From an optimization exercise on the open Yosys and OpenROAD flow, aimed at small area, a short achievable clock period and few clock cycles per item; shortcuts taken in it are not production practice.
RTL that was checked went through simulation tests only; none was proved equivalent to the original.
Power figures rest on the tool's default switching activity, not on a simulated workload.

==> v29 <==
// array
module array #(
    parameter W = 8
)(
    input  wire clk,
    input  wire rst,
    input  wire start,
    input  wire signed [3*W-1:0] a,
    input  wire signed [3*W-1:0] b,
    output wire signed [9*2*W-1:0] result,
    output reg  result_valid
);
    reg beat1, beat2;
    reg accumulate;
    always @(posedge clk) begin
        if (rst) begin
            beat1        <= 1'b0;
            beat2        <= 1'b0;
            accumulate   <= 1'b0;
            result_valid <= 1'b0;
        end else begin
            beat1        <= start;
            beat2        <= beat1;
            accumulate   <= start | beat1;
            result_valid <= beat2;
        end
    end
    genvar i, j;
    generate
        for (i = 0; i < 3; i = i + 1) begin : row
            for (j = 0; j < 3; j = j + 1) begin : col
                wire [W/2-1:0] one, two, neg;
                booth_enc #(.W(W)) E (
                    .b  (b[j*W +: W]),
                    .one(one),
                    .two(two),
                    .neg(neg)
                );
                mac_pe_8_bit PE (
                    .clk    (clk),
                    .clear  (~accumulate),
                    .a      (a[i*W +: W]),
                    .one    (one),
                    .two    (two),
                    .neg    (neg),
                    .product(result[(i*3 + j)*2*W +: 2*W])
                );
            end
        end
    endgenerate
endmodule
==> module array, before the edit <==
module array #(
    parameter W = 8
)(
    input  wire clk,
    input  wire rst,
    input  wire start,
    input  wire signed [3*W-1:0] a,
    input  wire signed [3*W-1:0] b,
    output wire signed [9*2*W-1:0] result,
    output reg  result_valid
);
    reg beat1, beat2;
    reg accumulate;
    always @(posedge clk) begin
        if (rst) begin
            beat1        <= 1'b0;
            beat2        <= 1'b0;
            accumulate   <= 1'b0;
            result_valid <= 1'b0;
        end else begin
            beat1        <= start;
            beat2        <= beat1;
            accumulate   <= start | beat1;
            result_valid <= beat2;
        end
    end
    genvar i, j;
    generate
        for (i = 0; i < 3; i = i + 1) begin : row
            for (j = 0; j < 3; j = j + 1) begin : col
                wire [W/2-1:0] one, two, neg;
                booth_enc #(.W(W)) E (
                    .b  (b[j*W +: W]),
                    .one(one),
                    .two(two),
                    .neg(neg)
                );
                mac_pe_8_bit PE (
                    .clk    (clk),
                    .clear  (~accumulate),
                    .a      (a[i*W +: W]),
                    .one    (one),
                    .two    (two),
                    .neg    (neg),
                    .product(result[(i*3 + j)*2*W +: 2*W])
                );
            end
        end
    endgenerate
endmodule
==> flow/config.mk <==
export PLATFORM = sky130hd
export DESIGN_NAME = array
export DESIGN_NICKNAME = array
export VERILOG_FILES = /design/flow/design.v
export SDC_FILE = /design/flow/constraint.sdc
export NUM_CORES = 4
export LEC_CHECK = 0
export CAP_MARGIN = 20
export CORE_MARGIN = 2
export CORE_UTILIZATION = 40
export SETUP_SLACK_MARGIN = 1.5
export SLEW_MARGIN = 20
export SYNTH_HIERARCHICAL = 1
export SYNTH_MINIMUM_KEEP_SIZE = 0
==> flow/constraint.sdc <==
create_clock -name core_clock -period 6.5 [get_ports {clk}]
set_input_delay 1.3000 -clock core_clock [delete_from_list [all_inputs] [get_ports {clk}]]
set_output_delay 1.3000 -clock core_clock [all_outputs]
set_load 0.01 [all_outputs]
run.sh (not shown) runs the stock make flow with config.mk's settings and CLKGATE_MAP_FILE= SYNTH_SCRIPT=/design/flow/synth_recipe.tcl, a recipe that flattens the netlist after the stock synthesis.
==> inputs of v7, as changes to v29 <==
--- a/flow/design.v
+++ b/flow/design.v
@@ -197,11 +197,13 @@
     generate
+        for (j = 0; j < 3; j = j + 1) begin : enc
+            wire [W/2-1:0] one, two, neg;
+            booth_enc #(.W(W)) E (
+                .b  (b[j*W +: W]),
+                .one(one),
+                .two(two),
+                .neg(neg)
+            );
+        end
         for (i = 0; i < 3; i = i + 1) begin : row
             for (j = 0; j < 3; j = j + 1) begin : col
-                wire [W/2-1:0] one, two, neg;
-                booth_enc #(.W(W)) E (
-                    .b  (b[j*W +: W]),
-                    .one(one),
-                    .two(two),
-                    .neg(neg)
-                );
                 mac_pe_8_bit PE (
@@ -210,5 +212,5 @@
                     .a      (a[i*W +: W]),
-                    .one    (one),
-                    .two    (two),
-                    .neg    (neg),
+                    .one    (enc[j].one),
+                    .two    (enc[j].two),
+                    .neg    (enc[j].neg),
                     .product(result[(i*3 + j)*2*W +: 2*W])
==> flow/flow/run.sh (new file) <==
#!/bin/bash
# The standard layout (the standard.sh, standard synthesis unchanged), with
# the port buffers that ORFS inserts before global placement made of the
# smallest plain buffer instead of ORFS's default choice; repair steps resize
# them where timing needs it.
set -euo pipefail
bash standard.sh "BUFFER_PORTS_ARGS=-buffer_cell sky130_fd_sc_hd__buf_1" finish > standard.log 2>&1
==> flow/standard.sh (new file) <==
#!/bin/bash
# synth_recipe.tcl (not shown) runs the flow's synth.tcl, then flattens the netlist and writes it again
# the make line also repeats each setting of config.mk as NAME=value (left out here)
make -C /OpenROAD-flow-scripts/flow DESIGN_CONFIG=/design/flow/config.mk WORK_HOME=/design/flow/orfs CLKGATE_MAP_FILE= SYNTH_SCRIPT=/design/flow/synth_recipe.tcl "${@:-finish}"
- CTS_BUF_LIST: not set -> sky130_fd_sc_hd__clkbuf_4 sky130_fd_sc_hd__clkbuf_8
- SETUP_SLACK_MARGIN: 1.5 -> 1.65
removed: flow/run.sh
==> comparison table <==
|  | v29 | v7 |
|---|---|---|
| Outcome | complete, no violations | complete, no violations |
| Estimated wirelength of the detail-placed design | 47,430 µm | 46,500 µm |
| Aggregate routed wire length | 59,480 µm | 62,220 µm |
| Power spent charging and discharging nets | 0.007112 W | 0.007154 W |
| Mapped Cells | 2,466 | 2,358 |
| Syn Area/Cell | 9.334 µm² | 9.446 µm² |
| GR Layer Usage met1 | 27.34% | 28.10% |
| Source of the critical timing path | a[19] | b[21] |
| Reg clk slew, reported paths | 0.07 ns | 0.09 ns |
| Number of filler cells placed in the layout | 5,416 | 5,352 |
| Static leakage | 11.04 nW | 10.11 nW |
| Largest net degree at the start of global routing | 69 | 81 |
| Routed wire per std cell | 17.94 µm | 19.39 µm |
| Fraction of final layout cells sized beyond drive strength 1 | 11.99% | 10.77% |
| Sw frac | 48.15% | 50.76% |
Testbench counts of v7, summed over its fixed seeds: cycles 14,408, items 4,800.
For v29, only the layout was checked, not whether the RTL still works.

-- what the ideal ports hide --
The results above use ideal ports. As a check the final layouts listed here were re-extracted and re-timed, cells and wires unchanged.
Step 1, drivers: a clkbuf_16 drives clk and a buf_2 each remaining input, both assumed.
Step 2 also shifts input and output timing later by t, the mid clock arrival at the registers, as if the neighbouring blocks saw the same clock.
Slacks: ideal / step 1 / step 2; pairs: ideal / step 1.
| run | t (ns) | slack for setup (ns) | worst setup path after step 2 | slew at the worst register clock pin (ns) |
|---|---|---|---|---|
| v29 | 0.556 | 1.636 / 1.654 / 1.098 | input to register | 0.07 / 0.07 |
| v7 | 0.629 | 1.785 / 1.810 / 1.181 | input to register | 0.12 / 0.12 |
After both steps setup and hold are still met in every run listed. For v7, which loses most, drivers alone change the setup slack by +0.025 ns; drivers and shift together by -0.604 ns.
